This is an optimization exercise on Yosys and OpenROAD, whose aim is small area, a short achievable clock period and few clock cycles per item, not a production implementation. At most, simulation tests tie the RTL to the original design; equivalence was not proved.

## multiplier
module multiplier #(MANT_BITS=23, EXP_BITS=8)(
	input wire clk,
	input wire reset_n,
	input wire input_valid,
	input logic [EXP_BITS+MANT_BITS:0] in_a,
	input logic [EXP_BITS+MANT_BITS:0] in_b,
	output logic [EXP_BITS+MANT_BITS:0] data_out,
	output logic output_valid
);
Size: ~110 flip-flops, about 100 I/O pins, about 19,000 sq um of cells after synthesis.
==> flow/config.mk <==
export PLATFORM = sky130hd
export DESIGN_NAME = multiplier
export DESIGN_NICKNAME = multiplier
export VERILOG_FILES = /design/flow/design.v
export SDC_FILE = /design/flow/constraint.sdc
export NUM_CORES = 4
export LEC_CHECK = 0
export CAP_MARGIN = 20
export CORE_MARGIN = 2
export CORE_UTILIZATION = 60
export SETUP_SLACK_MARGIN = 2.7
export SLEW_MARGIN = 20
export SYNTH_HIERARCHICAL = 1
==> flow/constraint.sdc <==
create_clock -name core_clock -period 8.0 [get_ports {clk}]
set_input_delay 1.6000 -clock core_clock [delete_from_list [all_inputs] [get_ports {clk}]]
set_output_delay 1.6000 -clock core_clock [all_outputs]
set_load 0.01 [all_outputs]
standard.sh (not shown) runs the stock make flow with config.mk's settings and CLKGATE_MAP_FILE= SYNTH_SCRIPT=/design/flow/synth_recipe.tcl, a recipe that flattens the netlist after the stock synthesis.
==> flow/flow/run.sh <==
#!/bin/bash
set -euo pipefail
export BUFFER_PORTS_ARGS="-buffer_cell sky130_fd_sc_hd__buf_4"
bash standard.sh > standard.log 2>&1
Testbench counts at the start, summed over its fixed seeds: cycles 3,200, items 3,200.
Edit:
--- a/flow/config.mk
+++ b/flow/config.mk
@@ -10,2 +10,2 @@
-export CORE_UTILIZATION = 60
-export SETUP_SLACK_MARGIN = 2.7
+export CORE_UTILIZATION = 65
+export SETUP_SLACK_MARGIN = 2.3
Outcome: Core utilization went up by 2.6 points; worst setup slack degrades by 0.18 ns; routed wire length went down by 5.2%; non-clock buffer count went down by 33; critical path depth went down by 2; fmax went down by 3.2%; via count went down by 1.9%; clock-buffer cell count stays the same.
Edit:
--- a/flow/config.mk
+++ b/flow/config.mk
@@ -10 +10 @@
-export CORE_UTILIZATION = 65
+export CORE_UTILIZATION = 55
Non-clock buffer count is higher by 5.
Final cell count went up by 3.3%.
First-iteration DRC count falls by about 27%.
Cell area rose by about 1.6%.
Utilization drops by 11 points.
Worst setup slack got worse by 0.016 ns.
Worst hold slack hardly moves.

---

multiplier again, from the RTL that the note above started with.
export LEC_CHECK = 0
export CAP_MARGIN = 20
export CORE_MARGIN = 2
export CORE_UTILIZATION = 60
export SETUP_SLACK_MARGIN = 2.3
export SLEW_MARGIN = 20
export SYNTH_HIERARCHICAL = 1
create_clock -name core_clock -period 8.0 [get_ports {clk}]
Scripts as last shown in full above: flow/flow/run.sh
The first run went through all stages and came out clean.
Testbench counts at the start, summed over its fixed seeds: cycles 3,200, items 3,200.
==> next run, changes <==
CORE_UTILIZATION = 65   (was 60)
SETUP_SLACK_MARGIN = 2.2   (was 2.3)
=>
- The changed run finished with timing, DRC and antenna clean
- synthesized area does not change
- worst hold slack is worse by 0.033 ns
- clock-buffer cell count fell by 1
- critical path depth fell by 1
- global-route usage rose by 2.8 points
- first-iteration DRC count rose by 30%
- maximum frequency fell by about 1.5%
- cell count fell by about 0.7%
- register-to-register slack is worse by 0.15 ns
- via count rose by about 3.3%
- wire length rose by 1.0%
==> next run, changes <==
CORE_UTILIZATION = 60   (was 65)
SETUP_SLACK_MARGIN = 2.5   (was 2.2)
Effect: Cell area went up by 3.5%. Sequential cell count does not change. Wire length went up by 0.56%. Synthesized cell count does not change. Non-clock buffer count went up by 36. Maximum frequency went up by 5.2%.
==> next run, changes <==
CORE_UTILIZATION = 65   (was 60)
GPL_ROUTABILITY_DRIVEN = 0   (was default)
SETUP_SLACK_MARGIN = 2.3   (was 2.5)
After rerunning: Utilization goes up by 4.4 points; area after synthesis is unchanged; sequential share of layout area goes up by 0.32 points.

---

Another version of the RTL of multiplier (not shown whole).
Size in the first run: about 1,800 cells after synthesis, ~110 flip-flops, ~100 I/O pins.
// multiplier
module multiplier #(MANT_BITS=23, EXP_BITS=8)(
	input wire clk,
	input wire reset_n,
	input wire input_valid,
	input logic [EXP_BITS+MANT_BITS:0] in_a,
	input logic [EXP_BITS+MANT_BITS:0] in_b,
	output logic [EXP_BITS+MANT_BITS:0] data_out,
	output logic output_valid
);
localparam [1:0] IDLE = 2'd0, SHIFT = 2'd1, MUL = 2'd2;
logic [1:0] st;
logic [7:0] ea, eb;
logic za, zb;
logic [9:0] esum;               
logic slow;
assign ea = in_a[30:23];
assign eb = in_b[30:23];
assign za = (ea == 8'd0);
assign zb = (eb == 8'd0);
assign esum = {2'b0, ea | {7'b0, za}} + {2'b0, eb | {7'b0, zb}};
assign slow = (za & ~zb & (|in_a[22:0])) | (zb & ~za & (|in_b[22:0]));
logic [23:0] sh;                
logic        sh_a;              
logic [8:0]  e;                 
logic        s126_r;
wire shifting = (st == SHIFT) && !sh[23] && !e[8] && !s126_r;
always_ff @(posedge clk) begin
	if (st == IDLE) begin
		sh <= {1'b0, za ? in_a[22:0] : in_b[22:0]};
		sh_a <= za;
	end else if (shifting)
		sh <= sh << 1;
end
wire use_sh = (st == MUL);
wire [23:0] x = (use_sh && sh_a) ? sh : {~za, in_a[22:0]};
wire [23:0] y = (use_sh && !sh_a) ? sh : {~zb, in_b[22:0]};
	wire one0 = y[0] ^ 1'b0;
	wire two0 = (y[1] & ~y[0] & ~1'b0) | (~y[1] & y[0] & 1'b0);
	wire neg0 = y[1];
	wire pp1 = ((one0 & x[0]) | (two0 & 1'b0)) ^ neg0;
	wire pp2t;
	mul_bselp upp2 (one0, two0, x[1], x[0], pp2t);
	wire pp2 = pp2t ^ neg0;
	wire pp3t;
	mul_bselp upp3 (one0, two0, x[2], x[1], pp3t);
	wire pp3 = pp3t ^ neg0;
	wire pp4t;
	mul_bselp upp4 (one0, two0, x[3], x[2], pp4t);
  ...
Settings: LEC_CHECK=0, CAP_MARGIN=20, CORE_MARGIN=2, CORE_UTILIZATION=70, SETUP_SLACK_MARGIN=2.5, SLEW_MARGIN=20, SYNTH_HIERARCHICAL=1; clock period 8.0 ns.
Scripts as last shown in full above: flow/flow/run.sh
The starting point went through all stages and came out clean.
Rerun with:
- CORE_UTILIZATION: 70 -> 60
After rerunning: Die area climbs by about a fifth; sequential cell count is unchanged; final area went up slightly; synthesized area stays the same; worst hold slack improved by 16 ps.
Function was not checked in any run of this note: the RTL went through the layout flow alone.

---

Another version of the RTL of multiplier (not shown whole).
Size in the first run: ~1,900 cells after synthesis, about 100 flip-flops.
Design multiplier, start of the top module:
module multiplier #(MANT_BITS=23, EXP_BITS=8)(
	input wire clk,
	input wire reset_n,
	input wire input_valid,
	input logic [EXP_BITS+MANT_BITS:0] in_a,
	input logic [EXP_BITS+MANT_BITS:0] in_b,
	output logic [EXP_BITS+MANT_BITS:0] data_out,
	output logic output_valid
);
export LEC_CHECK = 0
export CAP_MARGIN = 20
export CORE_MARGIN = 2
export CORE_UTILIZATION = 65
export SETUP_SLACK_MARGIN = 3.0
export SLEW_MARGIN = 20
export SYNTH_HIERARCHICAL = 1
create_clock -name core_clock -period 8.0 [get_ports {clk}]
Scripts as last shown in full above: flow/flow/run.sh
The first run failed in 5_1_grt (GRT-0232).
Testbench counts at the start, summed over its fixed seeds: cycles 3,200, items 3,200.
Rerun with:
Settings changed: TNS_END_PERCENT from default to 10.
Outcome:
- This time the run completed with no timing, DRC or antenna violations
- synthesized cell count is unchanged
- area after synthesis is unchanged
Rerun with:
Settings changed: CORE_UTILIZATION 65 to 50, SETUP_SLACK_MARGIN 3.0 to 2.5, TNS_END_PERCENT 10 to default.
Result: Cell area came out lower by a few percent. Routed wire length came out lower by a little under a tenth. Clock skew climbs by 5.8 ps. First-iteration DRC count decreases by a quarter to a third. Via count fell by a little under a tenth.
Rerun with:
==> flow/flow/run.sh (replaced) <==
#!/bin/bash
set -euo pipefail
export BUFFER_PORTS_ARGS="-buffer_cell sky130_fd_sc_hd__buf_2"
bash standard.sh > standard.log 2>&1
Settings changed: CORE_UTILIZATION 50 to 65.
The changed run passed the timing, design-rule and antenna checks.
Cell count decreases by 4.6%.
Final area decreases by 1.4%.
Synthesized area is unchanged.
Synthesized cell count is unchanged.
Wire length increases by 1.1%.
Clock-buffer cell count decreases by 1.
Worst setup slack is worse by 4.0 ps.
Utilization increases by 17 points.
Global-route usage increases by 9.4 points.
Rerun with:
==> flow/flow/run.sh (replaced) <==
#!/bin/bash
set -euo pipefail
export BUFFER_PORTS_ARGS="-buffer_cell sky130_fd_sc_hd__buf_4"
bash standard.sh > standard.log 2>&1
Settings changed: SETUP_SLACK_MARGIN 2.5 to 3.5.
=> The changed run aborted during 5_1_grt. Area after synthesis is unchanged. Synthesized cell count is unchanged.

---

== exp/quartz ==
multiplier, a different RTL version from the one above (not shown whole).
Size in the first run: roughly 1900 cells after synthesis, about 100 flip-flops, ~100 I/O pins, ~19000 µm² of cells after synthesis.
==> flow/design.v (excerpt) <==
module multiplier #(MANT_BITS=23, EXP_BITS=8)(
	input wire clk,
	input wire reset_n,
	input wire input_valid,
	input logic [EXP_BITS+MANT_BITS:0] in_a,
	input logic [EXP_BITS+MANT_BITS:0] in_b,
	output logic [EXP_BITS+MANT_BITS:0] data_out,
	output logic output_valid
);
clock: 8.0 ns
lec_check: 0
cap_margin: 20
core_margin: 2
core_utilization: 40
slew_margin: 20
synth_hierarchical: 1
run.sh (not shown) runs the stock make flow with config.mk's settings and CLKGATE_MAP_FILE= SYNTH_SCRIPT=/design/flow/synth_recipe.tcl, a recipe that flattens the netlist after the stock synthesis.
Stock flow here: none of the scripts above is used.
exp/quartz: flow completed, timing, DRC and antenna clean
Inputs modified between exp/quartz and exp/fjord:
Settings: setting SETUP_SLACK_MARGIN to 3.5 for the first time.
==> run notes <==
- What exp/quartz reported for met3 wirelength from detailed routing has to be multiplied by 1.6 to get the figure for exp/fjord.
- Comparing exp/fjord and exp/quartz, the higher critical path depth was measured on exp/fjord.
- NOTE: layout-stage area growth over the synthesis result in exp/fjord exceeds that of exp/quartz
- Diff exp/quartz -> exp/fjord: number of filler instances in the final layout fell by 928, first-pass GRT wire length rose by about 21%.
- The run with more setup slack is exp/fjord; exp/quartz has less.
- Cell count ended up about 14% higher on exp/fjord than on exp/quartz.
Changes in exp/raven relative to exp/fjord:
Settings: swapping 3.5 for 2.5 in SETUP_SLACK_MARGIN.
Findings:
Diff exp/fjord -> exp/raven: amount of wire on met2 after detailed routing fell 7.5%, final hold slack fell 37 ps.
[diff] global-route wire length before repair, exp/raven relative to exp/fjord: improvement
Measured against each other, exp/fjord and exp/raven differ in detailed-route wire length per cell, the higher figure coming from exp/fjord.
exp/fjord ended up with in_a[23] as its start point of the critical path; exp/raven ended up with in_b[3].
Setup WNS exp/fjord -> exp/raven: worse
exp/raven -> exp/fjord: area after detailed placement flat
Per the comparison of exp/raven with exp/fjord, met1 usage decreased 2.0 points, share of cell area taken by flip-flops and latches increased 0.71 points.
No run of this note included a check of the RTL's function; only the layout flow was run.

separate check: timing with driven ports:
In the flow no input, the clock included, has a driving cell. The finished layouts below were timed again as built, in two steps. Step 1 assumes that a clkbuf_16 drives the clock port and a buf_2 every other input. Step 2 adds t to the input delays and takes it off the output delays; t is the mean of the earliest and latest rising clock arrival at the registers after step 1. Input paths then give back, and output paths get back, about the clock's delay inside the block. Three values: ideal, step 1, step 2; two values: the first two.
run | shift t [ns] | slack for setup (ns) | clock arrival spread, ns
the first run of note 1 | 0.426 | 2.603 / 2.610 / 2.184 | 0.024 / 0.025
the second run of note 1 | 0.406 | 2.426 / 2.426 / 2.053 | 0.021 / 0.021
the third run of note 1 | 0.424 | 2.409 / 2.431 / 2.007 | 0.028 / 0.029
the first run of note 2 | 0.423 | 2.359 / 2.386 / 1.963 | 0.017 / 0.017
the second run of note 2 | 0.412 | 2.272 / 2.299 / 1.887 | 0.016 / 0.017
the third run of note 2 | 0.421 | 2.553 / 2.574 / 2.153 | 0.018 / 0.017
the fourth run of note 2 | 0.406 | 2.342 / 2.360 / 1.953 | 0.018 / 0.019
the first run of note 3 | 0.438 | 2.316 / 2.347 / 1.910 | 0.027 / 0.027
the second run of note 3 | 0.426 | 2.550 / 2.583 / 2.156 | 0.028 / 0.027
the second run of note 4 | 0.440 | 2.414 / 2.438 / 1.998 | 0.019 / 0.019
the third run of note 4 | 0.437 | 2.508 / 2.537 / 2.100 | 0.025 / 0.026
the fourth run of note 4 | 0.440 | 2.504 / 2.540 / 2.100 | 0.015 / 0.014
exp/quartz | 0.450 | 1.198 / 1.227 / 0.777 | 0.020 / 0.020
exp/fjord | 0.462 | 2.393 / 2.409 / 1.947 | 0.014 / 0.014
exp/raven | 0.453 | 2.307 / 2.253 / 1.800 | 0.020 / 0.020
After both steps every run listed still meets setup and hold. For exp/raven, which loses most, drivers alone change the setup slack by -0.054 ns; drivers and shift together by -0.507 ns.
